This is an optimization exercise on Yosys and OpenROAD, whose aim is small area, a short achievable clock period and few clock cycles per item, not a production implementation.
At most, simulation tests tie the RTL to the original design; equivalence was not proved.
No functional check of the RTL was part of run 3.
No activity file was given, so power comes from the tool's default toggle rates.

==> flow/design.v <==
module JAM (
input CLK,
input RST,
output reg [2:0] W,
output reg [2:0] J,
input [6:0] Cost,
output [3:0] MatchCount,
output reg [9:0] MinCost,
output reg Valid );
localparam K_NONE = 3'd0, K_CR = 3'd1, K_INIT = 3'd2, K_H = 3'd3, K_SCAN = 3'd4, K_EXT = 3'd5;
localparam S_CR = 0, S_WCR = 1, S_INIT = 2, S_WROW = 3, S_HB = 4, S_SCAN = 5,
           S_EXT = 6, S_WEXT = 7, S_RY = 8, S_RYW = 9, S_RYW2 = 10, S_DONE = 11;
function [3:0] mul16;
    input [3:0] a, b;
    reg [7:0] t;
    begin
        t = a * b;
        mul16 = t[3:0];
    end
endfunction
function [2:0] low3;
    input [7:0] x;
    integer m;
    begin
        low3 = 3'd0;
        for (m = 7; m >= 0; m = m - 1)
            if (x[m]) low3 = m;
    end
endfunction
reg [11:0] st;
reg [2:0] ak;           
reg       afirst, alast;
reg [7:0] vsel;         
reg [9:0] corr;         
reg [2:0] bk;           
reg       ev;           
reg       accf, dfd;    
reg [7:0] rowasg;       
reg       aug_on;
reg       s1v;
reg [7:0] vo;           
reg [2:0] bi, bj;
reg       bfirst, blast;
reg [8:0] cs;           
reg [7:0] dA, dB;       
reg [7:0] v [0:7];      
reg [7:0] d [0:7];      
reg [2:0] prow [0:7];   
reg [7:0] pval;         
reg [2:0] way [0:7];    
reg [7:0] wset;         
reg [7:0] ready;
reg [7:0] rv; reg rtb; reg [2:0] rj; reg [7:0] rmask; reg [3:0] rcnt;
reg [7:0] mu; reg [2:0] jst; reg jst_m;
reg [2:0] cbj;           
reg       fresh;        
reg [2:0] row_cur, aug_row, aug_j;
reg [7:0] pend;
reg [7:0] Fm;           
reg [3:0] rs [0:7];     
reg [7:0] Gp, Xg, B, cr, cu;
reg       fin, par;
reg [3:0] racc;
assign MatchCount = racc;
wire is_cr = bk == K_CR, is_init = bk == K_INIT, is_scan = bk == K_SCAN, is_ext = bk == K_EXT;
wire       ctb = is_cr ? (rowasg[bi] || (accf && !rtb && rj == bi)) : is_ext ? 1'b0 : pval[bj];
wire       lt = cs < {1'b0, dB};
wire       k1 = {cs, ctb} < {1'b0, rv, rtb};
wire       k2 = {dB, ctb} < {rv, rtb};
wire       take = bfirst || (is_scan && !lt ? k2 : k1);
wire [7:0] cv = is_scan && !lt ? dB : cs[7:0];
wire [7:0] fv = take ? cv : rv;
wire       ftb = take ? ctb : rtb;
wire [2:0] cidx = is_cr ? bi : bj;
wire [2:0] fidx = take ? cidx : rj;
wire [7:0] ohj = 8'd1 << bj;
wire       ceq = cs[7:0] == rv;
wire [7:0] fmask = (bfirst || k1) ? ohj : ceq ? (rmask | ohj) : rmask;
wire [3:0] fcnt = (bfirst || k1) ? 4'd1 : ceq ? rcnt + 4'd1 : rcnt;
wire       decide = ev && st[S_WROW];
wire       dec_free = decide && !jst_m;
wire       dec_exp = decide && jst_m;
wire       start_next = (ev && st[S_WCR]) || dec_free;
wire [7:0] rowasg_f = rowasg | ((accf && !rtb) ? (8'd1 << rj) : 8'd0);
wire       any_todo = ~rowasg_f != 8'd0;
reg  [2:0] next_row;
integer k;
always @* begin
    next_row = 3'd0;
    for (k = 7; k >= 0; k = k - 1)
        if (!rowasg_f[k]) next_row = k;
end
reg  [7:0] vv, dv;
always @* begin
    vv = 8'd0; dv = 8'd0;
    for (k = 0; k < 8; k = k + 1) begin
        vv = vv | (v[k] & {8{vo[k]}});
        dv = dv | (d[k] & {8{vo[k]}});
    end
end
wire [9:0] cnew = (ready & vo) != 8'd0 ? {2'b00, dv} - {2'b00, mu} : 10'd0;
wire [7:0] pend_n = pend & ~vo;
wire       slast = pend_n == 8'd0;
wire [7:0] pend_0 = ~ready & ~vo;    
wire [2:0] vo_e = {vo[4] | vo[5] | vo[6] | vo[7], vo[2] | vo[3] | vo[6] | vo[7], vo[1] | vo[3] | vo[5] | vo[7]};
wire [7:0] vo_r = {vo[6:0], vo[7]};
wire [7:0] Gc = ~Fm;
wire [7:0] u0c = Gc & (~Gc + 8'd1);
wire [7:0] G1 = Gc & ~u0c;
wire [7:0] Bn = (B - Gp) & Gp;
reg  [7:0] tcol;        
always @* begin
    for (k = 0; k < 8; k = k + 1)
        tcol[k] = (d[k] & cr) != 8'd0;
end
wire       cin = (Xg & cr) != 8'd0;    
reg [15:0] pp0, pp1;
reg       pv1, par1;
reg [3:0] ra [0:7];
reg [3:0] rb [0:7];
always @* begin
    for (k = 0; k < 8; k = k + 1) begin
        ra[k] = rs[k];
        rb[k] = rs[k] - {3'b000, cu[k]};
    end
end
always @(posedge CLK) begin
    pp0 <= {mul16(ra[0], ra[1]), mul16(ra[2], ra[3]), mul16(ra[4], ra[5]), mul16(ra[6], ra[7])};
    pp1 <= {mul16(rb[0], rb[1]), mul16(rb[2], rb[3]), mul16(rb[4], rb[5]), mul16(rb[6], rb[7])};
end
wire [3:0] prod0 = mul16(mul16(pp0[15:12], pp0[11:8]), mul16(pp0[7:4], pp0[3:0]));
wire [3:0] prod1 = mul16(mul16(pp1[15:12], pp1[11:8]), mul16(pp1[7:4], pp1[3:0]));
reg  [3:0] q0, q1;
reg        par2, s2v;
always @(posedge CLK) begin
    q0 <= prod0; q1 <= pv1 ? prod1 : 4'd0; par2 <= par1;
end
wire [3:0] tsum = par2 ? q1 - q0 : q0 - q1;
always @(posedge CLK or posedge RST) begin
    if (RST) begin
        st <= 12'd1 << S_CR; W <= 3'd0; J <= 3'd0; ak <= K_CR; afirst <= 1'b1; alast <= 1'b0;
        vsel <= 8'd0; corr <= 10'd0; bk <= K_NONE; ev <= 1'b0; accf <= 1'b0; dfd <= 1'b0;
        rowasg <= 8'd0; aug_on <= 1'b0; s1v <= 1'b0; s2v <= 1'b0; Valid <= 1'b0; MinCost <= 10'd0; vo <= 8'd1;
    end else begin
        bk <= ak;
        ev <= blast && ((is_cr && bj == 3'd7) || is_init || is_scan || (is_ext && bi == 3'd7));
        if (blast && (is_init || is_scan)) vo <= ftb ? (8'd1 << fidx) : 8'd1;
        accf <= blast && is_cr;
        dfd <= dec_free;
        if (accf || dfd) MinCost <= MinCost + {2'b00, rv};
        if (accf && !rtb) rowasg[rj] <= 1'b1;
        if (dec_free) aug_on <= 1'b1;
        else if (aug_on) aug_on <= wset[aug_j];
        s1v <= st[S_RY];
        s2v <= s1v;
        vsel <= vv; corr <= cnew;
            if (st[S_CR]) begin
                if (W == 3'd7 && J == 3'd7) begin
                    st <= 12'd1 << S_WCR; ak <= K_NONE;
                end else begin
                    W <= W + 3'd1; if (W == 3'd7) J <= J + 3'd1;
                    ak <= K_CR; afirst <= W == 3'd7; alast <= W == 3'd6;
                end
                vsel <= 8'd0; corr <= 10'd0;
            end
            if (st[S_INIT]) begin
                J <= vo_e; vo <= vo_r;
                ak <= K_INIT; afirst <= 1'b0; alast <= vo[7];
                if (vo[7]) st <= 12'd1 << S_WROW;
            end
            if (st[S_HB]) begin
                ak <= K_NONE; st <= 12'd1 << S_SCAN;
            end
            if (st[S_SCAN]) begin
                J <= vo_e; vo <= slast ? 8'd1 : pend_n & (~pend_n + 8'd1);
                ak <= K_SCAN; afirst <= bk == K_H; alast <= slast;
                if (bk == K_H) corr <= {1'b0, cs} - {2'b00, mu};
                else corr <= corr;
                if (slast) st <= 12'd1 << S_WROW;
            end
            if (st[S_EXT]) begin
                if (W == 3'd7 && J == 3'd7) begin
                    st <= 12'd1 << S_WEXT; ak <= K_NONE;
                end else begin
                    J <= vo_e; vo <= vo_r; if (J == 3'd7) W <= W + 3'd1;
                    ak <= K_EXT; afirst <= J == 3'd7; alast <= J == 3'd6;
                end
            end
            if (st[S_WCR] || st[S_WROW]) begin
                ak <= K_NONE;
                if (dec_exp) begin
                    W <= prow[jst]; J <= jst; ak <= K_H; afirst <= 1'b0; alast <= 1'b0;
                    corr <= 10'd0; vo <= pend_0 & (~pend_0 + 8'd1); st <= 12'd1 << S_HB;
                end
            end
            if (st[S_WEXT]) begin
                ak <= K_NONE;
                if (ev) st <= 12'd1 << S_RY;
            end
            if (st[S_RY]) if (fin) st <= 12'd1 << S_RYW;
            if (st[S_RYW]) st <= 12'd1 << S_RYW2;
            if (st[S_RYW2]) begin Valid <= 1'b1; st <= 12'd1 << S_DONE; end
        if (start_next) begin
            J <= 3'd0; vo <= 8'd2; afirst <= 1'b1; alast <= 1'b0;
            if (any_todo) begin
                rowasg[next_row] <= 1'b1; W <= next_row; ak <= K_INIT; st <= 12'd1 << S_INIT;
            end else begin
                W <= 3'd0; ak <= K_EXT; st <= 12'd1 << S_EXT;
            end
        end
    end
end
always @(posedge CLK) begin
    dA <= dv;
    cs <= {3'b000, Cost} - {{2{vsel[7]}}, vsel} - corr;
    dB <= dA;
    bi <= W; bj <= J; bfirst <= afirst; blast <= alast;
    if (ak == K_INIT || ak == K_EXT) v[J] <= vsel + corr[7:0];
    if (is_cr || is_init || is_scan || is_ext) begin
        rv <= fv; rtb <= ftb; rj <= fidx; rmask <= fmask; rcnt <= fcnt;
    end
    if (is_init) d[bj] <= cs[7:0];
    if (is_scan && lt) begin
        d[bj] <= cs[7:0]; way[bj] <= jst; wset[bj] <= 1'b1;
    end
    if (blast && (is_init || is_scan)) begin
        mu <= fv; jst <= fidx; jst_m <= ftb;
    end
    if (blast && is_cr) cbj <= bj;
    if (accf) begin
        v[cbj] <= rv; prow[cbj] <= rj; pval[cbj] <= ~rtb;
    end
    if (blast && is_ext) begin
        d[bi] <= fmask; rs[bi] <= fcnt;
        if (fcnt == 4'd1) Fm <= Fm | fmask;
    end
    if (st[S_CR]) begin
        ready <= 8'd0; Fm <= 8'd0;
    end
    if ((st[S_INIT] || st[S_EXT]) && vo[7]) ready <= 8'd0;
    if (decide) fresh <= 1'b0;
    if (decide && fresh) wset <= 8'd0;
    if (dec_exp) begin
        ready[jst] <= 1'b1;
        pend <= pend_0;
    end
    if (st[S_SCAN]) pend <= pend_n;
    if (start_next) begin
        fresh <= 1'b1;
        if (any_todo) row_cur <= next_row;
    end
    if (dec_free) begin
        pval[jst] <= 1'b1; aug_j <= jst; aug_row <= row_cur;
    end else if (aug_on) begin
        prow[aug_j] <= wset[aug_j] ? prow[way[aug_j]] : aug_row;
        aug_j <= way[aug_j];
    end
    if (st[S_WEXT]) begin
        Gp <= G1; Xg <= G1; B <= G1 & (~G1 + 8'd1); cr <= G1 & (~G1 + 8'd1); fin <= G1 == 8'd0;
        for (k = 0; k < 8; k = k + 1) cu[k] <= (d[k] & u0c) != 8'd0;
        pv1 <= u0c != 8'd0; par <= 1'b0; racc <= 4'd0;
    end
    if (st[S_RY]) begin
        par1 <= par;
        if (!fin) begin
            for (k = 0; k < 8; k = k + 1)
                if (tcol[k]) rs[k] <= cin ? rs[k] - 4'd1 : rs[k] + 4'd1;
            Xg <= Xg ^ cr; par <= !par;
            B <= Bn; cr <= Bn & (~Bn + 8'd1); fin <= Bn == 8'd0;
        end
    end
    if (s2v) racc <= racc + tsum;
end
endmodule
==> flow/run.sh <==
#!/bin/bash
# synth_recipe.tcl (not shown) runs the flow's synth.tcl, then flattens the netlist and writes it again
# the make line also repeats each setting of config.mk as NAME=value (left out here)
make -C /OpenROAD-flow-scripts/flow DESIGN_CONFIG=/design/flow/config.mk WORK_HOME=/design/flow/orfs CLKGATE_MAP_FILE= SYNTH_SCRIPT=/design/flow/synth_recipe.tcl finish
==> flow/config.mk <==
export PLATFORM = sky130hd
export DESIGN_NAME = JAM
export DESIGN_NICKNAME = JAM
export VERILOG_FILES = /design/flow/design.v
export SDC_FILE = /design/flow/constraint.sdc
export NUM_CORES = 4
export LEC_CHECK = 0
export CAP_MARGIN = 20
export CORE_MARGIN = 2
export CORE_UTILIZATION = 60
export SETUP_SLACK_MARGIN = 2.5
export SLEW_MARGIN = 20
==> flow/constraint.sdc <==
create_clock -name core_clock -period 5.0 [get_ports {CLK}]
set_input_delay 1.0000 -clock core_clock [delete_from_list [all_inputs] [get_ports {CLK}]]
set_output_delay 1.0000 -clock core_clock [all_outputs]
set_load 0.01 [all_outputs]
==> impl_metrics.ini, run 1 <==
[clock_network]
htree_num_levels = 2
cts.sinks = 498
cts_tree = yes
cts_buffers = 54
clk_pin_slew_worst_paths_ps = 70
cts_root_buf = clkbuf_16
clockBufferDepth = 3
clock_latency_ps = 610

[synth]
ys_seq_elements = 498
syn_inst = 2759
ys_types = 83
yosys_warnings = 3
syn_area_um2 = 28300
synthArstFlopShare_pct = 15.1
synth_area_per_cell_um2 = 10.3
yosysSeqAreaShare_pct = 46.6
synth_edf_count = 285
synth_flop_cell = edfxtp_1
synth_fp_nets = 3002

[finish]
nets = 3213
final_common_cell = edfxtp_1
insertedDiodeCount = 0
stdcell_count = 3622
drive_gt1_share_pct = 26.7
fillers = 2980
layout_common_cells = edfxtp_1, nand2_1, nor2_1
multiInputGateArea_um2 = 16300
utilization_pct = 75.8
syn2layout_area_growth_pct = 24.5
layout.area.seq_um2 = 13300

[placement]
post-place-ws_ps = 1370
gp_congestion = 0.999
dp.cells = 3300
dp_hpwl_mm = 58.8
port_buffers = 29

[routing]
ant_nets = 0
drt_iter0_drc = 2894
drt_pass1_iterations = 6
routed_via_density = 6.43
drt_wl_total_mm = 89.9
routedWlPerCell_um = 24.8
vias = 23279
drc = 0

[timing]
finClkSkew_ps = 20.3
fmax_mhz = 358
max-slew-margin-rel_pct = 31.5
drv_slew = 0
fin_ws_ps = 2210
fin_crit_sh_pct = 55.8
rsz0062_at_grt = yes
setup_viol = 0
worst_slew_pin_slew_ps = 1020
finalCriticalPeriod_ps = 2790
hold_viol_final = 0
final.setup.tns_ps = 0

[global_routing]
grt_use_met2_pct = 58.9
grt_pass1_vias = 22758
use_met1_pct = 46.1
grt-busiest-layer = met2
use_met3_pct = 5.55
antenna_found_initial = 1
grt_overflow = 0
grt_max_degree = 34
grt_pass1_wl_mm = 134
track_usage_pct = 35.5

[worst_hold_path]
hold_class = reg -> reg

[status]
status = complete, no violations

[power_and_ir_drop]
peakVddDrop_mv = 0.341
power.density_nw_per_um2 = 252
p_leak_nw = 13.8

[floorplan]
start_util_pct = 60.9
fp.dieArea_um2 = 49000
row_count = 79
core-area_um2 = 46600
die_h_um = 221
io_pins = 30
dieWidth_um = 221

[worst_setup_path]
cp.required_ps = 5530
crit_type = reg -> reg
end_kind = flop
cp_max_fo = 8
arrival_ps = 3320
critPathLaunchType = flop

[job]
cap_violations = 0
synth_stat cells, drive strengths merged (16+ instances only):
| master | instances | area share [%] |
|---|---|---|
| a21o | 28 | 0.74 |
| a21oi | 121 | 2.2 |
| a221o | 22 | 0.78 |
| a22oi | 115 | 3.0 |
| a31oi | 28 | 0.62 |
| a41oi | 18 | 0.56 |
| and2 | 46 | 1.0 |
| and3 | 22 | 0.49 |
| clkbuf | 108 | 1.4 |
| dfrtp | 71 | 6.3 |
| dfxtp | 138 | 9.7 |
| edfxtp | 285 | 30 |
| fa | 23 | 1.6 |
| ha | 211 | 9.3 |
| inv | 162 | 2.1 |
| mux2 | 54 | 2.2 |
| mux2i | 61 | 2.2 |
| nand2 | 295 | 3.9 |
| nand2b | 25 | 0.55 |
| nand3 | 44 | 0.78 |
| nand4 | 19 | 0.42 |
| nor2 | 235 | 3.2 |
| nor2b | 21 | 0.46 |
| nor3 | 36 | 0.64 |
| o21ai | 177 | 3.1 |
| o22ai | 16 | 0.35 |
| xnor2 | 120 | 3.7 |
| xor2 | 57 | 1.8 |
power breakdown:
part	switching, mW	internal [mW]	leakage [nW]
clock network	1.70	2.48	0.908
logic	0.203	0.178	8.21
registers	0.0204	4.33	4.64
total	1.92	6.98	13.8
layer usage:
layer,share of wire [%],up-vias
li1,-,10390
met1,38,11265
met3,9.3,300
met5,0.017,-
met4,5.1,2
met2,47,1322
registers in the layout (all words and copies together) (netlist names), 9 cells and up, named ones only:
signal   count
corr         9
pp1         16
cs           9
MinCost     10
d           64
v           64
way         24
rs          32
prow        24
st          11
pp0         16
path summary, 6_finish.rpt:
kind / to / slack, ps / cells past startpoint / start
max: Fm[5]$_SDFFE_PP0P_ / 2210 / 11 / rv[6]$_DFFE_PP_
min: dB[5]$_DFF_P_ / 320 / 0 / dA[5]$_DFF_P_
max reg2reg: Fm[5]$_SDFFE_PP0P_ / 2210 / 11 / rv[6]$_DFFE_PP_
min reg2reg: dB[5]$_DFF_P_ / 320 / 0 / dA[5]$_DFF_P_
max in group asynchronous: corr[0]$_DFF_PP0_ / 3230 / 3 / RST
min in group asynchronous: J[0]$_DFF_PP0_ / 830 / 2 / RST
worst max-delay path: stages, from the launching register on:
cell and delay (ps):
edfxtp_1 380, inv_2 90, ha_4 280, nand4_1 210, buf_4 240, nor2_4 140, and2_4 200, nand4_1 170
xor2_2 320, o21ai_2 110, a211o_4 410, o22ai_1 160
area by class of cell:
class | instances | share of cell area [%]
inverter | 163 | 1.78
sequential | 498 | 37.8
tap | 607 | 2.15
multi-input combinational | 1984 | 46.3
clock buffer | 73 | 4.37
clock inverter | 28 | 0.883
timing repair buffer | 269 | 6.74
stage by stage:
step / power (mW) / cell area (um2) / hold WS (ps)
5_1_grt: 9.09 / 35300 / 329
3_5_place_dp: 4.64 / 29500 / 314
6_report: 8.90 / 35300 / 325
3_3_place_gp: 4.63 / 29400 / 315
2_1_floorplan: 4.58 / 28800 / 310
4_1_cts: 8.83 / 34200 / 327
repair_timing:
| action | 4_1_cts | 5_1_grt |
|---|---|---|
| gates cloned | 6 | 3 |
| gates resized for setup | 353 | 165 |
| endpoints found under the setup margin | 432 | 348 |
| pin swaps | 155 | 95 |
| endpoints found under the hold margin | 0 | 0 |
| setup buffers | 167 | 45 |
| hold buffers | 0 | 0 |
kinds of logic after synthesis:
kind of cell	synth area share, %
compound gates	14.6
xor+xnor	5.47
fa+ha+maj	10.9
buf+inv	3.81
flops	46.6
mux	5.56
other cells	0.0132
simple gates	13.0
Testbench counts, summed over its fixed seeds: cycles 5,898, items 24.
==> inputs of run 2 (changes only) <==
--- a/flow/config.mk
+++ b/flow/config.mk
@@ -9,4 +9,4 @@
 export CORE_MARGIN = 2
 export CORE_UTILIZATION = 60
-export SETUP_SLACK_MARGIN = 2.5
+export SETUP_SLACK_MARGIN = 2.0
 export SLEW_MARGIN = 20
==> run 2 against run 1 <==
Compared with the run above: still clean; total power is 2.7% lower; global-route usage fell by 3.0 points; sequential power barely moved; non-clock buffer count shrank 167; count of clock-buffer cells in the layout is 7 lower; via count down 5.8%; flip-flop and latch count unchanged; largest power group unchanged; highest routed layer is now met4.
==> impl_metrics.ini, run 2 <==
[routing]
drt_wl_total_mm = 80.7
drc = 0
routed_via_density = 6.36
ant_nets = 0
vias = 21934
drt_iter0_drc = 2132
drt_pass1_iterations = 6
routedWlPerCell_um = 23.4

[finish]
fillers = 3625
layout_common_cells = nand2_1, edfxtp_1, nor2_1
nets = 3041
multiInputGateArea_um2 = 14500
insertedDiodeCount = 0
layout.area.seq_um2 = 13200
drive_gt1_share_pct = 11.7
final_common_cell = nand2_1
syn2layout_area_growth_pct = 12.0
top_regs = d x64, v x64, rs x32

[floorplan]
start_util_pct = 60.9
row_count = 79
core-area_um2 = 46600
fp.dieArea_um2 = 49000
io_pins = 30
die_h_um = 221
dieWidth_um = 221

[power_and_ir_drop]
p_comb_share_pct = 2.5
power.internal_mw = 6.82
p_sw_share_pct = 21.3
seqPwrFrac_pct = 50.2
peakVddDrop_mv = 0.259
pwr-share-clk_pct = 47.3
power.density_nw_per_um2 = 273
p_leak_nw = 12.5
p_sw_mw = 1.85

[synth]
yosys_warnings = 3
synth_most_common_cell = nand2_1
synth_area_per_cell_um2 = 10.3
syn_inst = 2759
synth_xor_area_share_pct = 5.47
ys_seq_elements = 498
synth_flop_cell = edfxtp_1
synthArstFlopShare_pct = 15.1
synth_simple_gate_area_share_pct = 13.0
synth_edf_count = 285
syn_area_um2 = 28300
synth_top_cell_area_share_pct = 30.2
synth.mux.area_fraction_pct = 5.56
ys_top_cells_by_count = nand2_1, edfxtp_1, nor2_1
synthAdderAreaFrac_pct = 10.9
synth_top_area_cell = edfxtp_1
synth_fp_nets = 3002
ys_types = 83
yosysSeqAreaShare_pct = 46.6
yosys-top-cells-area = edfxtp_1, dfxtp_1, ha_1
synth_top_family_by_area = compound AO/OA/AOI/OAI gates
synth-compound-area-share_pct = 14.6

[global_routing]
grt_overflow = 0
grt_max_degree = 43
track_usage_pct = 32.5
grt_pass1_wl_mm = 124
grt_pass1_vias = 21361
antenna_found_initial = 0

[clock_network]
clock_latency_ps = 630
clockBufferDepth = 3
cts.sinks = 498
clk_pin_slew_worst_paths_ps = 70
htree_num_levels = 2
cts_tree = yes
cts_buffers = 53
cts_root_buf = clkbuf_16

[timing]
finalCriticalPeriod_ps = 3010
finClkSkew_ps = 32.5
fin_crit_sh_pct = 60.2
rsz0062_at_grt = no
hold_viol_final = 0
worst_slew_pin_slew_ps = 1110
drv_slew = 0
setup_viol = 0
final.setup.tns_ps = 0
max-slew-margin-rel_pct = 25.8
holdWs_ps = 324
fmax_mhz = 332

[worst_setup_path]
crit_path_frequent_cell = o21ai_0
slowest_delay_ps = 760
crit_type = reg -> reg
rr_worst_depth = 8
arrival_ps = 3540
end_kind = flop
cp_max_fo = 15
path_cells = buf_4, nand2b_1, o21ai_0, nor4_1, o21ai_0, or4_1, a31oi_1, o2bb2ai_1
critical_path.slowest_cell = dfrtp_1
cp.required_ps = 5530
critPathLaunchType = flop

[status]
status = complete, no violations

[placement]
dp_hpwl_mm = 58.2
gp_congestion = 1.01
port_buffers = 29

[job]
cap_violations = 0

[worst_hold_path]
hold_class = reg -> reg
whs_path_depth = 0
[run 2: cells by family after synthesis]
group                      after synthesis
adders and majority gates              234
AOI/OAI and AO/OA                      631
buffers and inverters                  283
other                                    1
and+or+nand+nor                        805
xor gates and xnor gates               177
DFF                                    498
muxes                                  130
[run 2: final cells by class]
class | count | share of cell area (%)
Clock inverter | 34 | 1.08
Clock buffer | 66 | 4.63
Timing Repair Buffer | 102 | 2.74
Sequential cell | 498 | 41.7
Inverter | 163 | 1.94
Multi-Input combinational cell | 1980 | 45.5
Tap cell | 607 | 2.39
[run 2: critical path: cells and delay by family, from the launching register on]
kind / cells / cell delay [ps]
AND/OR/NAND/NOR: 3 / 1070
flip-flops: 1 / 760
AO/OA/AOI/OAI: 4 / 700
buffers and inverters: 1 / 390
[run 2: power groups by stage]
stage / logic [mW] / registers [mW] / clock network [mW]
after global placement: 0.181 / 4.44 / 0
after CTS: 0.208 / 4.35 / 4.14
after detailed placement: 0.186 / 4.44 / 0
after global routing: 0.245 / 4.35 / 4.28
after floorplan: 0.137 / 4.43 / 0
final: 0.218 / 4.35 / 4.09
[run 2: final timing paths]
kind,startpoint,endpoint,slack (ps)
hold / removal,dA[2]$_DFF_P_,dB[2]$_DFF_P_,320
setup reg to reg,vo[2]$_DFF_PP0_,vo[0]$_DFF_PP1_,1990
min in group asynchronous,RST,dfd$_DFF_PP0_,830
setup / recovery,vo[2]$_DFF_PP0_,vo[0]$_DFF_PP1_,1990
hold reg to reg,dA[2]$_DFF_P_,dB[2]$_DFF_P_,320
max in group asynchronous,RST,vo[5]$_DFF_PP0_,3110
[run 2: what timing repair did]
| item | in CTS | in global routing |
|---|---|---|
| gates resized for setup | 36 | 65 |
| buffers inserted | 17 | 24 |
| hold buffers | 0 | 0 |
| cloned | 2 | 0 |
| pin swaps | 6 | 14 |
| endpoints found under the setup margin | 208 | 283 |
[run 2: metrics by stage]
step	worst slack, ps	power, mW	area, um2	instances	utilization, %
after global routing	1960	8.87	31800	3450	68.2
after global placement	1420	4.62	29200	3306	62.7
final	1990	8.66	31800	3450	68.2
after CTS	1770	8.69	31300	3426	67.3
after floorplan	2050	4.56	28300	2759	-
after detailed placement	1300	4.62	29200	3307	62.7
[run 2: metal layers]
| layer | routed length (um) | GRT usage [%] |
|---|---|---|
| met3 | 6580 | 4.51 |
| met1 | 32300 | 43.4 |
| met5 | 0 | 0 |
| met2 | 38300 | 53.6 |
| met4 | 3490 | 13.5 |
==> inputs of run 3 (changes only) <==
--- a/flow/design.v
+++ b/flow/design.v
@@ -19,4 +19,16 @@
     end
 endfunction
+function [7:0] lowbit;
+    input [7:0] x;
+    integer m;
+    reg seen;
+    begin
+        seen = 1'b0;
+        for (m = 0; m < 8; m = m + 1) begin
+            lowbit[m] = x[m] & ~seen;
+            seen = seen | x[m];
+        end
+    end
+endfunction
 function [2:0] low3;
     input [7:0] x;
@@ -31,6 +43,7 @@
 reg [2:0] ak;           
 reg       afirst, alast;
-reg [7:0] vsel;         
-reg [9:0] corr;         
+reg [9:0] off;          
+reg [8:0] hm;           
+reg       fsc;          
 reg [2:0] bk;           
 reg       ev;           
@@ -99,5 +112,11 @@
     end
 end
-wire [9:0] cnew = (ready & vo) != 8'd0 ? {2'b00, dv} - {2'b00, mu} : 10'd0;
+wire [9:0] vx = {{2{vv[7]}}, vv};
+wire       rdy = (ready & vo) != 8'd0;
+wire [9:0] madd = rdy ? -{2'b00, mu} : (st[S_WROW] && jst_m) ? {2'b00, mu} : 10'd0;
+wire [9:0] off_ie = vx + madd;
+wire [9:0] sa = fsc ? off : vx;
+wire [8:0] sb = fsc ? cs : hm;
+wire [9:0] off_sc = sa + {sb[8], sb};
 wire [7:0] pend_n = pend & ~vo;
 wire       slast = pend_n == 8'd0;
@@ -106,5 +125,5 @@
 wire [7:0] vo_r = {vo[6:0], vo[7]};
 wire [7:0] Gc = ~Fm;
-wire [7:0] u0c = Gc & (~Gc + 8'd1);
+wire [7:0] u0c = lowbit(Gc);
 wire [7:0] G1 = Gc & ~u0c;
 wire [7:0] Bn = (B - Gp) & Gp;
@@ -140,5 +159,5 @@
     if (RST) begin
         st <= 12'd1 << S_CR; W <= 3'd0; J <= 3'd0; ak <= K_CR; afirst <= 1'b1; alast <= 1'b0;
-        vsel <= 8'd0; corr <= 10'd0; bk <= K_NONE; ev <= 1'b0; accf <= 1'b0; dfd <= 1'b0;
+        off <= 10'd0; bk <= K_NONE; ev <= 1'b0; accf <= 1'b0; dfd <= 1'b0;
         rowasg <= 8'd0; aug_on <= 1'b0; s1v <= 1'b0; s2v <= 1'b0; Valid <= 1'b0; MinCost <= 10'd0; vo <= 8'd1;
     end else begin
@@ -154,5 +173,5 @@
         s1v <= st[S_RY];
         s2v <= s1v;
-        vsel <= vv; corr <= cnew;
+        off <= off_ie;
             if (st[S_CR]) begin
                 if (W == 3'd7 && J == 3'd7) begin
@@ -162,5 +181,5 @@
                     ak <= K_CR; afirst <= W == 3'd7; alast <= W == 3'd6;
                 end
-                vsel <= 8'd0; corr <= 10'd0;
+                off <= 10'd0;
             end
             if (st[S_INIT]) begin
@@ -173,8 +192,7 @@
             end
             if (st[S_SCAN]) begin
-                J <= vo_e; vo <= slast ? 8'd1 : pend_n & (~pend_n + 8'd1);
-                ak <= K_SCAN; afirst <= bk == K_H; alast <= slast;
-                if (bk == K_H) corr <= {1'b0, cs} - {2'b00, mu};
-                else corr <= corr;
+                J <= vo_e; vo <= slast ? 8'd1 : lowbit(pend_n);
+                ak <= K_SCAN; afirst <= fsc; alast <= slast;
+                off <= off_sc;
                 if (slast) st <= 12'd1 << S_WROW;
             end
@@ -191,5 +209,5 @@
                 if (dec_exp) begin
                     W <= prow[jst]; J <= jst; ak <= K_H; afirst <= 1'b0; alast <= 1'b0;
-                    corr <= 10'd0; vo <= pend_0 & (~pend_0 + 8'd1); st <= 12'd1 << S_HB;
+                    vo <= lowbit(pend_0); st <= 12'd1 << S_HB;
                 end
             end
@@ -213,8 +231,10 @@
 always @(posedge CLK) begin
     dA <= dv;
-    cs <= {3'b000, Cost} - {{2{vsel[7]}}, vsel} - corr;
+    cs <= {3'b000, Cost} - off;
+    if (fsc) hm <= cs;
+    fsc <= st[S_HB];
     dB <= dA;
     bi <= W; bj <= J; bfirst <= afirst; blast <= alast;
-    if (ak == K_INIT || ak == K_EXT) v[J] <= vsel + corr[7:0];
+    if (ak == K_INIT || ak == K_EXT || ak == K_H) v[J] <= off[7:0];
     if (is_cr || is_init || is_scan || is_ext) begin
         rv <= fv; rtb <= ftb; rj <= fidx; rmask <= fmask; rcnt <= fcnt;
@@ -257,5 +277,5 @@
     end
     if (st[S_WEXT]) begin
-        Gp <= G1; Xg <= G1; B <= G1 & (~G1 + 8'd1); cr <= G1 & (~G1 + 8'd1); fin <= G1 == 8'd0;
+        Gp <= G1; Xg <= G1; B <= lowbit(G1); cr <= lowbit(G1); fin <= G1 == 8'd0;
         for (k = 0; k < 8; k = k + 1) cu[k] <= (d[k] & u0c) != 8'd0;
         pv1 <= u0c != 8'd0; par <= 1'b0; racc <= 4'd0;
@@ -265,7 +285,7 @@
         if (!fin) begin
             for (k = 0; k < 8; k = k + 1)
-                if (tcol[k]) rs[k] <= cin ? rs[k] - 4'd1 : rs[k] + 4'd1;
+                if (tcol[k]) rs[k] <= rs[k] + {cin, cin, cin, 1'b1};
             Xg <= Xg ^ cr; par <= !par;
-            B <= Bn; cr <= Bn & (~Bn + 8'd1); fin <= Bn == 8'd0;
+            B <= Bn; cr <= lowbit(Bn); fin <= Bn == 8'd0;
         end
     end
==> run 3 against run 2 <==
Compared with the run above: sequential share of layout area down 0.91 points; clock power down 1%; die area down 1.4%; clock skew down 8.0 ps; routed wire length up 5.0%; critical path depth up 7; count of clock-buffer cells in the layout up 13; setup slack worse by 190 ps; combinational power up 17%; sequential power about the same; synthesized area down 1.4%; flip-flop and latch count up 2; largest power group unchanged.
==> impl_metrics.ini, run 3 <==
[status]
status = complete, no violations

[global_routing]
antenna_found_initial = 1
grt_pass1_wl_mm = 126
grt_max_degree = 43
grt_overflow = 0
grt_pass1_vias = 21621
track_usage_pct = 34.6

[timing]
final.setup.tns_ps = 0
worst_slew_pin_slew_ps = 1080
setup_viol = 0
max-slew-margin-rel_pct = 27.1
fin_crit_sh_pct = 63.9
fmax_mhz = 313
hold_viol_final = 0
drv_slew = 0
finalCriticalPeriod_ps = 3190
rsz0062_at_grt = yes
finClkSkew_ps = 24.5

[worst_setup_path]
cp_max_fo = 3
end_kind = flop
critPathLaunchType = flop
cp.required_ps = 5510
arrival_ps = 3700
crit_type = reg -> reg

[finish]
syn2layout_area_growth_pct = 16.3
layout_common_cells = nand2_1, edfxtp_1, nor2_1
drive_gt1_share_pct = 16.4
insertedDiodeCount = 0
utilization_pct = 70.3
final_common_cell = nand2_1
nets = 3063
top_regs = d x64, v x64, rs x32

[clock_network]
cts_root_buf = clkbuf_16
cts_buffers = 54
cts_hold_buf = 0
clockBufferDepth = 3
cts_tree = yes
cts.sinks = 500
clk_pin_slew_worst_paths_ps = 60
clock_latency_ps = 620
htree_num_levels = 2

[power_and_ir_drop]
power.density_nw_per_um2 = 266
p_leak_nw = 12.7
peakVddDrop_mv = 0.306

[synth]
yosysSeqAreaShare_pct = 47.2
yosys_warnings = 3
synth_area_per_cell_um2 = 10.2
ys_seq_elements = 500
synth_flop_cell = edfxtp_1
synth_edf_count = 285
syn_area_um2 = 27900
synth_top_cell_area_share_pct = 30.6
ys_types = 82
synth_fp_nets = 2956
yosys-top-cells-area = edfxtp_1, dfxtp_1, ha_1
ys_top_cells_by_count = nand2_1, edfxtp_1, nor2_1
synth_top_area_cell = edfxtp_1
synth_most_common_cell = nand2_1
syn_inst = 2736
synthArstFlopShare_pct = 13.4

[floorplan]
start_util_pct = 60.4
core-area_um2 = 46300
row_count = 79
fp.dieArea_um2 = 48300
dieWidth_um = 220
die_h_um = 220
io_pins = 30

[placement]
gp_congestion = 1.01
dp_hpwl_mm = 59.8
port_buffers = 29

[routing]
drc = 0
routed_via_density = 6.43
drt_iter0_drc = 2503
drt_wl_total_mm = 84.7
vias = 22458
drt_pass1_iterations = 7
routedWlPerCell_um = 24.2
ant_nets = 0

[worst_hold_path]
hold_class = reg -> reg

[job]
cap_violations = 0
==> run 3: cell types whose count changed after synthesis, sizes merged, moves of 11 or more <==
cell	delta
a221o	-11
buf	+11
clkbuf	-11
ha	-15
inv	-26
mux2i	-14
nand2	+18
nand2b	-12
nand4	+12
nor2	-16
nor2b	+12
o21ai	+14
==> run 3: timing repair <==
item / CTS / global route
setup buffers: 58 / 47
gates resized for setup: 116 / 120
pin swaps: 29 / 62
setup endpoints to repair: 260 / 263
gates cloned: 4 / 2
==> run 3: area by class of cell <==
cell class                      instances  area, um2
Inverter                              136        522
Tap cell                              607        759
Clock inverter                         22        149
Clock buffer                           79       1650
Multi-Input combinational cell       1981      14600
Timing Repair Buffer                  170       1610
Fill cell                            3376      13700
Sequential cell                       500      13300
==> run 3: final timing paths <==
path | from | end | slack, ps | depth (start not counted)
max in group asynchronous | RST | ak[0]$_DFFE_PP1P_ | 3080 | 3
max | vo[6]$_DFF_PP0_ | off[8]$_DFF_PP0_ | 1810 | 15
max reg2reg | vo[6]$_DFF_PP0_ | off[8]$_DFF_PP0_ | 1810 | 15
min in group asynchronous | RST | MinCost[9]$_DFFE_PP0P_ | 920 | 2
min | dA[2]$_DFF_P_ | dB[2]$_DFF_P_ | 340 | 0
min reg2reg | dA[2]$_DFF_P_ | dB[2]$_DFF_P_ | 340 | 0
==> run 3: layer usage <==
layer	global-route usage, %	vias to the layer above	part of all wire [%]
met1	44.5	10797	39
met5	0	-	0.012
li1	-	10189	-
met4	16.4	2	5.5
met2	57.1	1187	47
met3	5.87	283	8.1
==> run 3: power breakdown <==
| group | internal (mW) | switching, mW |
|---|---|---|
| clock | 2.34 | 1.71 |
| sequential | 4.34 | 0.0120 |
| combinational | 0.101 | 0.153 |
==> run 3: critical path, cell delays in order (launching register included) <==
cell	delay, ps
dfrtp_2	430
buf_12	140
a22oi_2	150
nand4_1	120
buf_6	150
mux2_4	280
ha_4	170
fa_2	340
a21o_1	200
a21oi_2	160
o21bai_1	110
a21oi_2	190
o21bai_1	100
a21oi_1	220
xor2_1	110
a22o_1	220
==> run 3: logic make-up after synthesis <==
group	count (synthesis)	share of synthesized area [%]
simple gates	818	13.5
compound gates	659	15.3
flops	500	47.2
buf+inv	256	3.52
fa+ha+maj	212	9.89
xor+xnor	172	5.39
mux	119	5.19
==> run 3: metrics by stage <==
step	power [mW]	hold slack [ps]	area [um2]	instances	worst slack [ps]
global route	8.85	346	32500	3495	1720
floorplan	4.55	310	28000	2736	2020
detailed placement	4.62	317	28800	3283	1260
finish	8.65	335	32500	3495	1810
CTS	8.61	344	31600	3446	1850
global placement	4.61	321	28800	3283	1410
==> inputs of run 4 (changes only) <==
--- a/flow/design.v
+++ b/flow/design.v
@@ -43,6 +43,6 @@
 reg [2:0] ak;           
 reg       afirst, alast;
-reg [9:0] off;          
-reg [8:0] hm;           
+reg [7:0] off;          
+reg [9:0] corr;         
 reg       fsc;          
 reg [2:0] bk;           
@@ -114,9 +114,6 @@
 wire [9:0] vx = {{2{vv[7]}}, vv};
 wire       rdy = (ready & vo) != 8'd0;
-wire [9:0] madd = rdy ? -{2'b00, mu} : (st[S_WROW] && jst_m) ? {2'b00, mu} : 10'd0;
-wire [9:0] off_ie = vx + madd;
-wire [9:0] sa = fsc ? off : vx;
-wire [8:0] sb = fsc ? cs : hm;
-wire [9:0] off_sc = sa + {sb[8], sb};
+wire [9:0] cnew = rdy ? -{2'b00, mu} : (st[S_WROW] && jst_m) ? {2'b00, mu} : 10'd0;
+wire [9:0] ceff = fsc ? {cs[8], cs} : corr;
 wire [7:0] pend_n = pend & ~vo;
 wire       slast = pend_n == 8'd0;
@@ -159,5 +156,5 @@
     if (RST) begin
         st <= 12'd1 << S_CR; W <= 3'd0; J <= 3'd0; ak <= K_CR; afirst <= 1'b1; alast <= 1'b0;
-        off <= 10'd0; bk <= K_NONE; ev <= 1'b0; accf <= 1'b0; dfd <= 1'b0;
+        off <= 8'd0; corr <= 10'd0; bk <= K_NONE; ev <= 1'b0; accf <= 1'b0; dfd <= 1'b0;
         rowasg <= 8'd0; aug_on <= 1'b0; s1v <= 1'b0; s2v <= 1'b0; Valid <= 1'b0; MinCost <= 10'd0; vo <= 8'd1;
     end else begin
@@ -173,5 +170,5 @@
         s1v <= st[S_RY];
         s2v <= s1v;
-        off <= off_ie;
+        off <= vv; corr <= cnew;
             if (st[S_CR]) begin
                 if (W == 3'd7 && J == 3'd7) begin
@@ -181,5 +178,5 @@
                     ak <= K_CR; afirst <= W == 3'd7; alast <= W == 3'd6;
                 end
-                off <= 10'd0;
+                off <= 8'd0; corr <= 10'd0;
             end
             if (st[S_INIT]) begin
@@ -188,11 +185,8 @@
                 if (vo[7]) st <= 12'd1 << S_WROW;
             end
-            if (st[S_HB]) begin
-                ak <= K_NONE; st <= 12'd1 << S_SCAN;
-            end
             if (st[S_SCAN]) begin
                 J <= vo_e; vo <= slast ? 8'd1 : lowbit(pend_n);
-                ak <= K_SCAN; afirst <= fsc; alast <= slast;
-                off <= off_sc;
+                ak <= K_SCAN; afirst <= ak == K_H; alast <= slast;
+                corr <= ceff;
                 if (slast) st <= 12'd1 << S_WROW;
             end
@@ -209,5 +203,5 @@
                 if (dec_exp) begin
                     W <= prow[jst]; J <= jst; ak <= K_H; afirst <= 1'b0; alast <= 1'b0;
-                    vo <= lowbit(pend_0); st <= 12'd1 << S_HB;
+                    vo <= lowbit(pend_0); st <= 12'd1 << S_SCAN;
                 end
             end
@@ -231,10 +225,9 @@
 always @(posedge CLK) begin
     dA <= dv;
-    cs <= {3'b000, Cost} - off;
-    if (fsc) hm <= cs;
-    fsc <= st[S_HB];
+    cs <= {3'b000, Cost} - {{2{off[7]}}, off} - ceff;
+    fsc <= st[S_SCAN] && ak == K_H;
     dB <= dA;
     bi <= W; bj <= J; bfirst <= afirst; blast <= alast;
-    if (ak == K_INIT || ak == K_EXT || ak == K_H) v[J] <= off[7:0];
+    if (ak == K_INIT || ak == K_EXT || ak == K_H) v[J] <= off + corr[7:0];
     if (is_cr || is_init || is_scan || is_ext) begin
         rv <= fv; rtb <= ftb; rj <= fidx; rmask <= fmask; rcnt <= fcnt;
==> run 4 against run 3 <==
Compared with the run above: still clean; cell area shrank 3.5%; final cell count is 2.5% lower; via count shrank 2.2%; first-iteration DRC count down 7.1%; combinational power decreased by 26%; highest routed layer is now met4.
==> impl_metrics.ini, run 4 <==
[routing]
drc = 0
vias = 21955
routed-wl-met2_mm = 39.5
wl_met1_mm = 31.7
drt_pass1_iterations = 7
top_layer = met4
routedWlPerCell_um = 24.3
drt_wl_total_mm = 82.7
drt_iter0_drc = 2325
wl_met3_mm = 6.62
routed_via_density = 6.44
ant_nets = 0

[finish]
fillers = 3417
layout.area.seq_um2 = 13200
nets = 2986
top_regs = d x64, v x64, rs x32
multiInputGateArea_um2 = 14200
layout_common_cells = nand2_1, edfxtp_1, nor2_1
final_common_cell = nand2_1
drive_gt1_share_pct = 11.5
stdcell_count = 3409
insertedDiodeCount = 0
syn2layout_area_growth_pct = 12.7

[synth]
synth_area_per_cell_um2 = 10.2
yosysSeqAreaShare_pct = 47.4
synth_flop_cell = edfxtp_1
syn_inst = 2726
syn_area_um2 = 27900
synth_edf_count = 285
yosys-top-cells-area = edfxtp_1, dfxtp_1, ha_1
synth_top_cell_area_share_pct = 30.7
yosys_warnings = 3
ys_top_cells_by_count = nand2_1, edfxtp_1, nor2_1
synth_fp_nets = 2948
synth_top_area_cell = edfxtp_1
synthArstFlopShare_pct = 14.9
synth_most_common_cell = nand2_1
ys_seq_elements = 498
ys_types = 86

[power_and_ir_drop]
power.internal_mw = 7.00
p_sw_mw = 1.83
power.density_nw_per_um2 = 281
seqPwrFrac_pct = 49.2
p_leak_nw = 12.2
p_sw_share_pct = 20.7
peakVddDrop_mv = 0.275
pwr-share-clk_pct = 48.6
p_comb_share_pct = 2.1

[timing]
setup_viol = 0
worst_slew_pin_slew_ps = 1080
finClkSkew_ps = 23.3
finalCriticalPeriod_ps = 3020
drv_slew = 0
rsz0062_at_grt = yes
max-slew-margin-rel_pct = 27.8
hold_viol_final = 0
fmax_mhz = 331
final.setup.tns_ps = 0
fin_crit_sh_pct = 60.4

[global_routing]
track_usage_pct = 34.6
antenna_found_initial = 0
grt_overflow = 0
grt_max_degree = 35
grt_pass1_vias = 21564
grt_pass1_wl_mm = 126

[worst_setup_path]
cp.required_ps = 5330
reg2reg_from = bj[0]$_DFF_P_
crit_type = reg -> reg
crit_start = bj[0]$_DFF_P_
cp_max_fo = 14
cp.depth = 8
path_cells = inv_2, a2111oi_0, nor4_2, o41ai_2, a21oi_1, buf_4, a22oi_1, o21ai_2
end_kind = flop
cp_num_buf_inv = 2
rr_worst_depth = 8
slowest_delay_ps = 500
crit_path_end = d[4][1]$_DFFE_PP_
critical_path.slowest_cell = dfxtp_2
arrival_ps = 3350
path_delay_family = compound AO/OA/AOI/OAI gates
critPathLaunchType = flop
r2r_slack_ps = 1980
r2r_end = d[4][1]$_DFFE_PP_

[floorplan]
row_count = 78
io_pins = 30
die_h_um = 219
fp.dieArea_um2 = 48200
dieWidth_um = 219
core-area_um2 = 45600
start_util_pct = 61.1

[placement]
dp.cells = 3266
gp_congestion = 0.992
dp_hpwl_mm = 60.4
port_buffers = 29

[clock_network]
clockBufferDepth = 3
cts_tree = yes
cts_root_buf = clkbuf_16
clock_latency_ps = 610
cts_buffers = 53
clk_pin_slew_worst_paths_ps = 60
cts.sinks = 498
htree_num_levels = 2
cts_hold_buf = 0

[status]
status = complete, no violations

[worst_hold_path]
hold_class = reg -> reg

[job]
cap_violations = 0
-- run 4: cell count changes after synthesis, moves of 10 or more --
cell,before,now
nor2_1,219,232
o21ai_0,188,150
nor2b_1,33,44
xnor2_1,124,111
a21oi_1,124,160
nand3_1,36,51
a31oi_1,30,12
mux2_2,58,21
o21ai_1,3,32
nand2_1,312,302
nor4_1,18,8
-- run 4: worst min-delay path by stage --
| stage | from | to | slack, ps | depth (start not counted) |
|---|---|---|---|---|
| finish | dA[5]$_DFF_P_ | dB[5]$_DFF_P_ | 340 | 0 |
| global route | dA[5]$_DFF_P_ | dB[5]$_DFF_P_ | 350 | 0 |
| CTS | dA[5]$_DFF_P_ | dB[5]$_DFF_P_ | 340 | 0 |
| detailed placement | dA[0]$_DFF_P_ | dB[0]$_DFF_P_ | 310 | 0 |
| global placement | dA[0]$_DFF_P_ | dB[0]$_DFF_P_ | 320 | 0 |
| floorplan | dA[0]$_DFF_P_ | dB[0]$_DFF_P_ | 310 | 0 |
-- run 4: power by group through the flow --
stage	Clock [mW]	Sequential, mW	Combinational, mW
3_3_place_gp	0	4.44	0.159
3_5_place_dp	0	4.44	0.164
4_1_cts	4.33	4.35	0.172
5_1_grt	4.50	4.35	0.209
6_report	4.30	4.35	0.189
2_1_floorplan	0	4.43	0.112
-- run 4: metal layers --
| layer | track usage [%] | up-vias |
|---|---|---|
| li1 | - | 10002 |
| met1 | 42.7 | 10473 |
| met2 | 57.8 | 1148 |
| met3 | 6.13 | 332 |
| met4 | 18.9 | 0 |
| met5 | 0 | - |
-- run 4: cells by family (layout without fill, tap and decap cells) --
| group | after synthesis | after routing | share of synthesized area (%) |
|---|---|---|---|
| compound gates | 670 | 670 | 15.7 |
| xor+xnor | 169 | 169 | 5.36 |
| fa+ha+maj | 214 | 214 | 10.1 |
| buf+inv | 246 | 328 | 3.43 |
| flops | 498 | 498 | 47.4 |
| mux | 80 | 80 | 3.87 |
| simple gates | 849 | 850 | 14.2 |
-- run 4: layout make-up --
class | count | area share, %
multi-input combinational | 1983 | 45.2
clock buffer | 71 | 4.74
sequential | 498 | 42.2
timing repair buffer | 99 | 2.61
clock inverter | 29 | 1.31
inverter | 129 | 1.55
tap | 600 | 2.39
-- run 4: through the flow --
stage	power (mW)	hold slack [ps]	instance area [um2]	setup WS [ps]	utilization [%]
floorplan	4.54	310	27900	1980	-
global placement	4.59	321	28700	1240	62.9
detailed placement	4.60	315	28700	1140	62.9
CTS	8.85	344	30900	2000	67.8
global route	9.05	351	31400	1900	68.9
finish	8.83	344	31400	1980	68.9
-- run 4: repair_timing --
item | CTS | global route
gates cloned | 0 | 1
hold endpoints to repair | 0 | 0
resized for setup | 61 | 64
pin swaps | 19 | 15
setup buffers | 16 | 26
endpoints found under the setup margin | 233 | 259
Testbench counts of run 4, summed over its fixed seeds: cycles 5,819, items 24.
==> inputs of run 5 (changes only) <==
--- a/flow/config.mk
+++ b/flow/config.mk
@@ -8,5 +8,6 @@
 export CAP_MARGIN = 20
 export CORE_MARGIN = 2
-export CORE_UTILIZATION = 60
+export CORE_UTILIZATION = 70
+export CTS_BUF_LIST = sky130_fd_sc_hd__clkbuf_4
 export SETUP_SLACK_MARGIN = 2.0
 export SLEW_MARGIN = 20
==> run 5 against run 4 <==
Compared with the run above: flip-flop and latch count is the same; register-to-register slack gained 20 ps; routed wire length grew 1.4%; sequential share of layout area grew 0.36 points; critical endpoint is now d[0][7]$_DFFE_PP_.
==> impl_metrics.ini, run 5 <==
[global_routing]
grt_overflow = 0
grt_max_degree = 40
track_usage_pct = 40.3
grt_pass1_vias = 23119
grt_pass1_wl_mm = 127
antenna_found_initial = 3

[synth]
synth_edf_count = 285
synth_most_common_cell = nand2_1
synth_fp_nets = 2948
synthArstFlopShare_pct = 14.9
yosysSeqAreaShare_pct = 47.4
yosys_warnings = 3
ys_types = 86
syn_area_um2 = 27900
synth_top_area_cell = edfxtp_1
ys_top_cells_by_count = nand2_1, edfxtp_1, nor2_1
synth_area_per_cell_um2 = 10.2
yosys-top-cells-area = edfxtp_1, dfxtp_1, ha_1
synth_top_cell_area_share_pct = 30.7
syn_inst = 2726
ys_seq_elements = 498
synth_flop_cell = edfxtp_1

[floorplan]
dieWidth_um = 203
start_util_pct = 70.4
core-area_um2 = 39500
fp.dieArea_um2 = 41400
row_count = 73
die_h_um = 203
io_pins = 30

[finish]
stdcell_area_um2 = 31100
fillers = 2577
syn2layout_area_growth_pct = 11.6
layout_common_cells = nand2_1, edfxtp_1, nor2_1
final_common_cell = nand2_1
layout.area.seq_um2 = 13200
multiInputGateArea_um2 = 14200
top_regs = d x64, v x64, rs x32
nets = 3061
drive_gt1_share_pct = 15.1

[worst_setup_path]
arrival_ps = 3580
critical_path.slowest_cell = dfxtp_4
cp_num_buf_inv = 2
critPathLaunchType = flop
cp_max_fo = 17
end_kind = flop
cp.required_ps = 5580
crit_type = reg -> reg
path_delay_family = compound AO/OA/AOI/OAI gates
slowest_delay_ps = 460
crit_path_frequent_cell = buf_4
path_cells = mux2_2, o32ai_1, nor4_1, o41ai_2, buf_4, a21oi_1, buf_4, a22oi_1, o21ai_2
r2r_slack_ps = 2000

[power_and_ir_drop]
p_leak_nw = 12.2
power.density_nw_per_um2 = 265
peakVddDrop_mv = 0.272
power_mw = 8.25

[timing]
worst_slew_pin_slew_ps = 1090
drv_slew = 0
setup_viol = 0
fin_ws_ps = 2000
final.setup.tns_ps = 0
hold_viol_final = 0
fmax_mhz = 333
finClkSkew_ps = 41.8
rsz0062_at_grt = yes
finalCriticalPeriod_ps = 3000
max-slew-margin-rel_pct = 26.8
fin_crit_sh_pct = 60.1

[clock_network]
clockBufferDepth = 3
cts_tree = yes
cts_buffers = 133
cts_root_buf = clkbuf_4
cts.sinks = 498
cts_hold_buf = 0
htree_num_levels = 4
clock_latency_ps = 910
clk_pin_slew_worst_paths_ps = 70

[routing]
routedWlPerCell_um = 24.1
drt_pass1_iterations = 9
drc = 0
vias = 23260
drt_wl_total_mm = 83.9
ant_nets = 0
routed_via_density = 6.69
drt_iter0_drc = 2499

[placement]
post-place-ws_ps = 1270
place_area_um2 = 28500
dp_hpwl_mm = 58.2
port_buffers = 29
gp_congestion = 0.964

[worst_hold_path]
hold_class = reg -> reg

[job]
cap_violations = 0

[status]
status = complete, no violations
run 5: cell counts after synthesis:
No cell type changed its count.
run 5: final timing paths:
check	from	endpoint	depth (start not counted)
worst max-delay path	bj[2]$_DFF_P_	d[0][7]$_DFFE_PP_	9
worst min-delay path	par1$_DFFE_PP_	par2$_DFF_P_	0
worst max register to register	bj[2]$_DFF_P_	d[0][7]$_DFFE_PP_	9
worst min register to register	par1$_DFFE_PP_	par2$_DFF_P_	0
max in group asynchronous	RST	J[2]$_DFF_PP0_	3
min in group asynchronous	RST	corr[3]$_DFF_PP0_	2
run 5: area by class of cell:
| type | count | share of cell area, % |
|---|---|---|
| diodes | 4 | 0.0322 |
| multi-input cells | 1982 | 45.6 |
| well taps | 525 | 2.11 |
| flip-flops and latches | 498 | 42.5 |
| repair buffers | 95 | 2.57 |
| inverters | 129 | 1.57 |
| clock buffers | 202 | 4.88 |
| clock inverters | 43 | 0.736 |
run 5: report_power, final:
part	internal, mW	switching, mW	total [mW]	leakage, nW
logic	0.0589	0.122	0.181	6.62
registers	4.33	0.0129	4.34	4.57
clock network	1.96	1.78	3.73	1.05
run 5: worst register-to-register path, delay by kind of cell, from the launching register on:
kind            cells  cell delay (ps)
mux                 1              380
compound gates      5             1280
flops               1              460
simple gates        1              160
buf+inv             2              410
run 5: metrics by stage:
step / utilization, % / hold slack [ps] / instances
floorplan: - / 310 / 2726
global placement: 72.2 / 330 / 3187
detailed placement: 72.2 / 327 / 3187
CTS: 77.5 / 331 / 3451
global route: 78.6 / 346 / 3475
finish: 78.6 / 332 / 3478
run 5: logic make-up (layout without fill, tap and decap cells):
| logic type | after synthesis | in the layout | share of synthesized area, % |
|---|---|---|---|
| xor gates and xnor gates | 169 | 169 | 5.36 |
| buffers and inverters | 246 | 469 | 3.43 |
| AOI/OAI and AO/OA | 670 | 670 | 15.7 |
| other | 0 | 4 | 0 |
| DFF | 498 | 498 | 47.4 |
| muxes | 80 | 80 | 3.87 |
| adders and majority gates | 214 | 214 | 10.1 |
| and+or+nand+nor | 849 | 849 | 14.2 |
run 5: metal layers:
metal / vias up / GRT usage (%) / routed length (um)
li1: 10253 / - / -
met4: 0 / 25.1 / 5190
met3: 359 / 8.96 / 8560
met2: 1587 / 66.0 / 39900
met5: - / 0 / 0
met1: 11061 / 48.7 / 30200
run 5: repair_timing:
| action | CTS | global route |
|---|---|---|
| pin swaps | 21 | 18 |
| setup endpoints to repair | 201 | 255 |
| resized for setup | 63 | 45 |
| buffers inserted | 19 | 23 |
| gates cloned | 0 | 0 |
==> inputs of run 6 (changes only) <==
--- a/flow/config.mk
+++ b/flow/config.mk
@@ -9,5 +9,5 @@
 export CORE_MARGIN = 2
 export CORE_UTILIZATION = 70
-export CTS_BUF_LIST = sky130_fd_sc_hd__clkbuf_4
+export CTS_BUF_LIST = sky130_fd_sc_hd__clkbuf_8
 export SETUP_SLACK_MARGIN = 2.0
 export SLEW_MARGIN = 20
==> run 6 against run 5 <==
Compared with the run above: sequential share of layout area grew 0.096 points; register-to-register slack lost 140 ps; critical path type unchanged; largest power group unchanged; still clean on timing, DRC and antenna; routed wire length shrank 0.27%; global-route usage shrank 0.26 points; synthesized area is the same; critical endpoint is now q1[3]$_SDFF_PN0_; die area is the same; combinational power is essentially flat; hold slack gained 18 ps.
==> impl_metrics.ini, run 6 <==
[clock_network]
clk_pin_slew_worst_paths_ps = 70
htree_num_levels = 3
cts.sinks = 498
cts_hold_buf = 0
cts_tree = yes
clock_latency_ps = 680
cts_buffers = 82
clockBufferDepth = 3
cts_root_buf = clkbuf_8

[routing]
vias = 22756
routed_via_density = 6.72
drt_wl_total_mm = 83.6
ant_nets = 0
routedWlPerCell_um = 24.7
drc = 0
drt_pass1_iterations = 6
drt_iter0_drc = 2624

[worst_hold_path]
hold_end = par2$_DFF_P_
whs_path_depth = 0
hold_class = reg -> reg
hold_path.startpoint = par1$_DFFE_PP_

[synth]
yosys-top-cells-area = edfxtp_1, dfxtp_1, ha_1
syn_inst = 2726
ys_top_cells_by_count = nand2_1, edfxtp_1, nor2_1
synth_fp_nets = 2948
syn_area_um2 = 27900
synthArstFlopShare_pct = 14.9
ys_seq_elements = 498
ys_types = 86
synth_edf_count = 285
yosysSeqAreaShare_pct = 47.4
synth_top_cell_area_share_pct = 30.7
synth_most_common_cell = nand2_1
yosys_warnings = 3
synth_area_per_cell_um2 = 10.2
synth_flop_cell = edfxtp_1
synth_top_area_cell = edfxtp_1

[timing]
final.setup.tns_ps = 0
rsz0062_at_grt = yes
finalCriticalPeriod_ps = 3140
setup_viol = 0
worst_slew_pin_slew_ps = 1250
fin_crit_sh_pct = 62.8
hold_viol_final = 0
drv_slew = 0
fmax_mhz = 318
finClkSkew_ps = 35.0
max-slew-margin-rel_pct = 16.1

[finish]
top_regs = d x64, v x64, rs x32
layout_common_cells = nand2_1, edfxtp_1, nor2_1
layout.area.seq_um2 = 13200
nets = 3015
multiInputGateArea_um2 = 14200
stdcell_area_um2 = 31000
final_common_cell = nand2_1
drive_gt1_share_pct = 12.1
fillers = 2530
syn2layout_area_growth_pct = 11.4

[floorplan]
io_pins = 30
core-area_um2 = 39500
start_util_pct = 70.4
row_count = 73
die_h_um = 203
fp.dieArea_um2 = 41400
dieWidth_um = 203

[power_and_ir_drop]
peakVddDrop_mv = 0.311
p_leak_nw = 12.1
power.density_nw_per_um2 = 263

[worst_setup_path]
reg2reg_from = pp1[4]$_DFF_P_
rr_worst_depth = 13
cp.required_ps = 5550
end_kind = flop
cp_max_fo = 2
arrival_ps = 3690
crit_type = reg -> reg
r2r_end = q1[3]$_SDFF_PN0_
r2r_slack_ps = 1860
critPathLaunchType = flop

[placement]
dp_hpwl_mm = 58.2
gp_congestion = 0.964
place_area_um2 = 28500
port_buffers = 29

[global_routing]
track_usage_pct = 40.1
grt_pass1_vias = 22665
grt_overflow = 0
antenna_found_initial = 1
grt_pass1_wl_mm = 127
grt_max_degree = 40

[status]
status = complete, no violations

[job]
cap_violations = 0
[run 6: changes by cell type in the layout (fill, tap and decap cells not counted), moves of 4 or more]
cell	delta
clkbuf_4	-202
a22oi_2	-5
buf_4	+5
clkinv_2	+8
inv_1	+20
inv_2	-4
clkbuf_8	+94
clkinv_1	-14
a22oi_1	+5
[run 6: how the worst max path moves through the flow]
| stage | endpoint | from | depth (start not counted) |
|---|---|---|---|
| final | q1[3]$_SDFF_PN0_ | pp1[4]$_DFF_P_ | 13 |
| after global routing | q1[3]$_SDFF_PN0_ | pp1[1]$_DFF_P_ | 13 |
| after CTS | vo[2]$_DFF_PP0_ | cs[7]$_DFF_P_ | 8 |
| after detailed placement | mu[7]$_DFFE_PP_ | cs[7]$_DFF_P_ | 8 |
| after global placement | mu[7]$_DFFE_PP_ | cs[7]$_DFF_P_ | 8 |
| after floorplan | cs[7]$_DFF_P_ | Cost[0] | 10 |
[run 6: cell families after synthesis]
| family | count (synthesis) | share of synthesized area, % |
|---|---|---|
| buffers and inverters | 246 | 3.43 |
| AO/OA/AOI/OAI | 670 | 15.7 |
| multiplexers | 80 | 3.87 |
| XOR/XNOR | 169 | 5.36 |
| adder cells (fa/ha/maj) | 214 | 10.1 |
| flip-flops | 498 | 47.4 |
| AND/OR/NAND/NOR | 849 | 14.2 |
[run 6: final cells by class]
class | count | share of cell area (%)
multi-input cells | 1982 | 45.7
inverters | 129 | 1.58
clock inverters | 59 | 1.13
diodes | 1 | 0.00807
clock buffers | 94 | 4.17
well taps | 525 | 2.12
flip-flops and latches | 498 | 42.6
repair buffers | 100 | 2.69
[run 6: layer usage]
metal	GRT usage, %	up-vias	share of wire (%)
met5	0	-	0
met4	25.4	0	6.4
met3	7.24	365	10
met2	66.0	1488	48
met1	49.0	10830	36
li1	-	10073	-
[run 6: repair_timing]
action,in CTS,in global routing
hold endpoints to repair,0,0
pin swaps,21,19
setup endpoints to repair,203,261
gates cloned,0,0
buffers inserted,18,28
gates resized for setup,63,46
[run 6: worst max-delay path: stages, from the launching register on]
cell and delay (ps):
dfxtp_4 340, and2_4 160, ha_4 240, ha_4 280, ha_4 200, and3_4 180, ha_4 240, ha_4 170
xnor2_2 160, xnor2_2 340, xnor2_2 150, xnor2_2 240, o21ai_2 120, and3b_1 200
[run 6: power by group]
part           switching, mW  internal (mW)  total [mW]  leakage, nW
sequential            0.0127           4.33        4.34         4.58
combinational          0.120         0.0575       0.178         6.64
clock                   1.74           1.89        3.63        0.926
total                   1.88           6.28        8.15         12.1
[run 6: stage by stage]
step	worst slack (ps)	std cells	hold WS [ps]	total power, mW	util [%]
CTS	1980	3358	344	8.15	77.3
global placement	1320	3187	330	4.59	72.2
finish	1860	3388	350	8.15	78.4
floorplan	1980	2726	310	4.54	-
global route	1770	3387	361	8.34	78.4
detailed placement	1270	3187	327	4.59	72.2
==> inputs of run 7 (changes only) <==
--- a/flow/config.mk
+++ b/flow/config.mk
@@ -6,8 +6,8 @@
 export NUM_CORES = 4
 export LEC_CHECK = 0
+export ABC_AREA = 1
 export CAP_MARGIN = 20
 export CORE_MARGIN = 2
 export CORE_UTILIZATION = 70
-export CTS_BUF_LIST = sky130_fd_sc_hd__clkbuf_8
 export SETUP_SLACK_MARGIN = 2.0
 export SLEW_MARGIN = 20
==> run 7 against run 6 <==
Compared with the run above: combinational power up 15%; critical path depth grew 2; count of clock-buffer cells in the layout down 16; clock skew down 4.6 ps; synthesized area is 0.28% higher; hold slack worse by 23 ps; sequential power barely moved; final cell count grew 11%; non-clock buffer count is 12 lower; largest cell class unchanged.
==> impl_metrics.ini, run 7 <==
[worst_hold_path]
hold_path.startpoint = dA[1]$_DFF_P_
hold_end = dB[1]$_DFF_P_
hold_class = reg -> reg
whs_path_depth = 0

[finish]
syn2layout_area_growth_pct = 11.8
top_regs = d x64, v x64, rs x32
final_common_cell = nand2_1
layout_common_cells = nand2_1, inv_1, edfxtp_1
drive_gt1_share_pct = 10.0
nets = 3414

[timing]
max-slew-margin-rel_pct = 24.9
hold_viol_final = 0
fin_crit_sh_pct = 61.4
finalCriticalPeriod_ps = 3070
drv_slew = 0
fmax_mhz = 326
finClkSkew_ps = 30.4
setup_viol = 0
rsz0062_at_grt = yes
fin_ws_ps = 1930
worst_slew_pin_slew_ps = 1130
final.setup.tns_ps = 0

[synth]
synth_fp_nets = 3355
synth_edf_count = 285
synth_most_common_cell = nand2_1
ys_top_cells_by_count = nand2_1, inv_1, edfxtp_1
synth_top_cell_area_share_pct = 30.6
synthArstFlopShare_pct = 14.9
syn_area_um2 = 27900
synth_area_per_cell_um2 = 8.92
yosys_warnings = 3
synth_flop_cell = edfxtp_1
ys_types = 71
synth_top_area_cell = edfxtp_1
ys_seq_elements = 498
yosysSeqAreaShare_pct = 47.2
yosys-top-cells-area = edfxtp_1, dfxtp_1, ha_1
syn_inst = 3133

[floorplan]
row_count = 73
fp.dieArea_um2 = 41500
core-area_um2 = 39500
die_h_um = 204
dieWidth_um = 204
io_pins = 30
start_util_pct = 70.6

[worst_setup_path]
r2r_end = q1[3]$_SDFF_PN0_
r2r_slack_ps = 1930
crit_type = reg -> reg
rr_worst_depth = 15
end_kind = flop
critPathLaunchType = flop
cp_max_fo = 2
reg2reg_from = pp1[2]$_DFF_P_
cp.required_ps = 5530
arrival_ps = 3600

[power_and_ir_drop]
power.density_nw_per_um2 = 270
p_leak_nw = 13.3
peakVddDrop_mv = 0.285

[clock_network]
cts.sinks = 498
clk_pin_slew_worst_paths_ps = 60
clockBufferDepth = 3
cts_tree = yes
htree_num_levels = 2
cts_buffers = 52
clock_latency_ps = 610
cts_root_buf = clkbuf_16

[placement]
port_buffers = 29
dp_hpwl_mm = 58.4
gp_congestion = 1.01
post-place-ws_ps = 1200

[global_routing]
grt_pass1_vias = 23362
grt_pass1_wl_mm = 126
track_usage_pct = 39.3
grt_overflow = 0
grt_max_degree = 34
antenna_found_initial = 1

[status]
status = complete, no violations

[routing]
drt_pass1_iterations = 7
drt_iter0_drc = 2930
wl_met3_mm = 9.48
routedWlPerCell_um = 22.1
drc = 0
vias = 24047
wl_met1_mm = 31.9
top_layer = met4
routed_via_density = 6.40
routed-wl-met2_mm = 37.7
ant_nets = 0
drt_wl_total_mm = 83.0

[job]
cap_violations = 0
-- run 7: cell count changes in the layout (fill, tap and decap cells not counted), sizes merged, moves of 22 or more --
cell,change
a21o,-22
nor2,+36
mux2i,-38
a21oi,-38
a22oi,-104
nor2b,-44
o211ai,+25
nand3,+48
and2,-50
o21ai,+100
nand2,+352
inv,+269
xnor2,-40
a221oi,+27
-- run 7: report_power, final --
group	leakage [nW]	total (mW)	internal [mW]	switching [mW]
Sequential	4.65	4.34	4.33	0.0101
Combinational	7.84	0.204	0.0637	0.140
Clock	0.840	3.90	2.25	1.65
-- run 7: worst max path at each step --
stage	from	to	slack (ps)	depth (start not counted)
detailed placement	cr[3]$_DFF_P_	rs[7][3]$_DFFE_PP_	1200	10
CTS	rv[2]$_DFFE_PP_	d[3][5]$_DFFE_PP_	2010	12
finish	pp1[2]$_DFF_P_	q1[3]$_SDFF_PN0_	1930	15
global placement	cr[3]$_DFF_P_	rs[4][3]$_DFFE_PP_	1360	10
floorplan	Xg[1]$_DFF_P_	rs[4][3]$_DFFE_PP_	1880	10
global route	pp1[2]$_DFF_P_	q1[3]$_SDFF_PN0_	1820	15
-- run 7: worst max-delay path, cell delays in order, from the launching register on --
cell and delay (ps):
dfxtp_1 390, nand2_2 90, inv_2 70, ha_4 200, ha_4 270, ha_4 190
inv_1 60, nor2_2 30, ha_1 310, ha_1 300, ha_2 200, xnor2_2 140
xor2_1 200, xor2_1 260, o21ai_1 110, a21oi_1 140
-- run 7: layout make-up --
| class | instances | area [um2] |
|---|---|---|
| Antenna cell | 1 | 2.50 |
| Clock buffer | 78 | 1520 |
| Clock inverter | 18 | 171 |
| Fill cell | 2538 | 8310 |
| Inverter | 427 | 1630 |
| Multi-Input combinational cell | 2122 | 13200 |
| Sequential cell | 498 | 13200 |
| Tap cell | 525 | 657 |
| Timing Repair Buffer | 88 | 749 |
| Timing Repair inverter | 3 | 20.0 |
-- run 7: through the flow --
step	instances	util (%)	cell area [um2]	power, mW	hold WS [ps]
after floorplan	3133	-	27900	4.55	310
after global routing	3759	79.0	31200	8.61	339
after global placement	3628	72.7	28700	4.60	316
after CTS	3749	77.9	30800	8.42	329
final	3760	79.0	31200	8.45	327
after detailed placement	3628	72.7	28700	4.61	315
-- run 7: cells by family after synthesis --
group / after synthesis / share of synthesized area [%]
mux: 17 / 0.681
fa+ha+maj: 213 / 10.1
xor+xnor: 144 / 4.52
compound gates: 637 / 13.9
simple gates: 1111 / 16.5
buf+inv: 513 / 7.05
flops: 498 / 47.2
-- run 7: per-layer routing --
layer	track usage [%]	vias up
met4	16.9	0
met3	8.10	319
met5	0	-
met1	52.6	11301
li1	-	10796
met2	62.4	1631
-- run 7: repair_timing --
item                                    CTS  global route
cloned                                    2             1
setup buffers                            23             9
endpoints found under the setup margin  245           242
pin swaps                                10            19
hold buffers                              0             0
gates resized for setup                  61            82

Check on run 7: ideal ports give 1.930 ns setup slack; a clkbuf_16 on the clock port and buf_2 on the inputs give 1.930 ns; moving port delays by the midpoint clock arrival (0.658 ns) as well gives 1.486 ns.
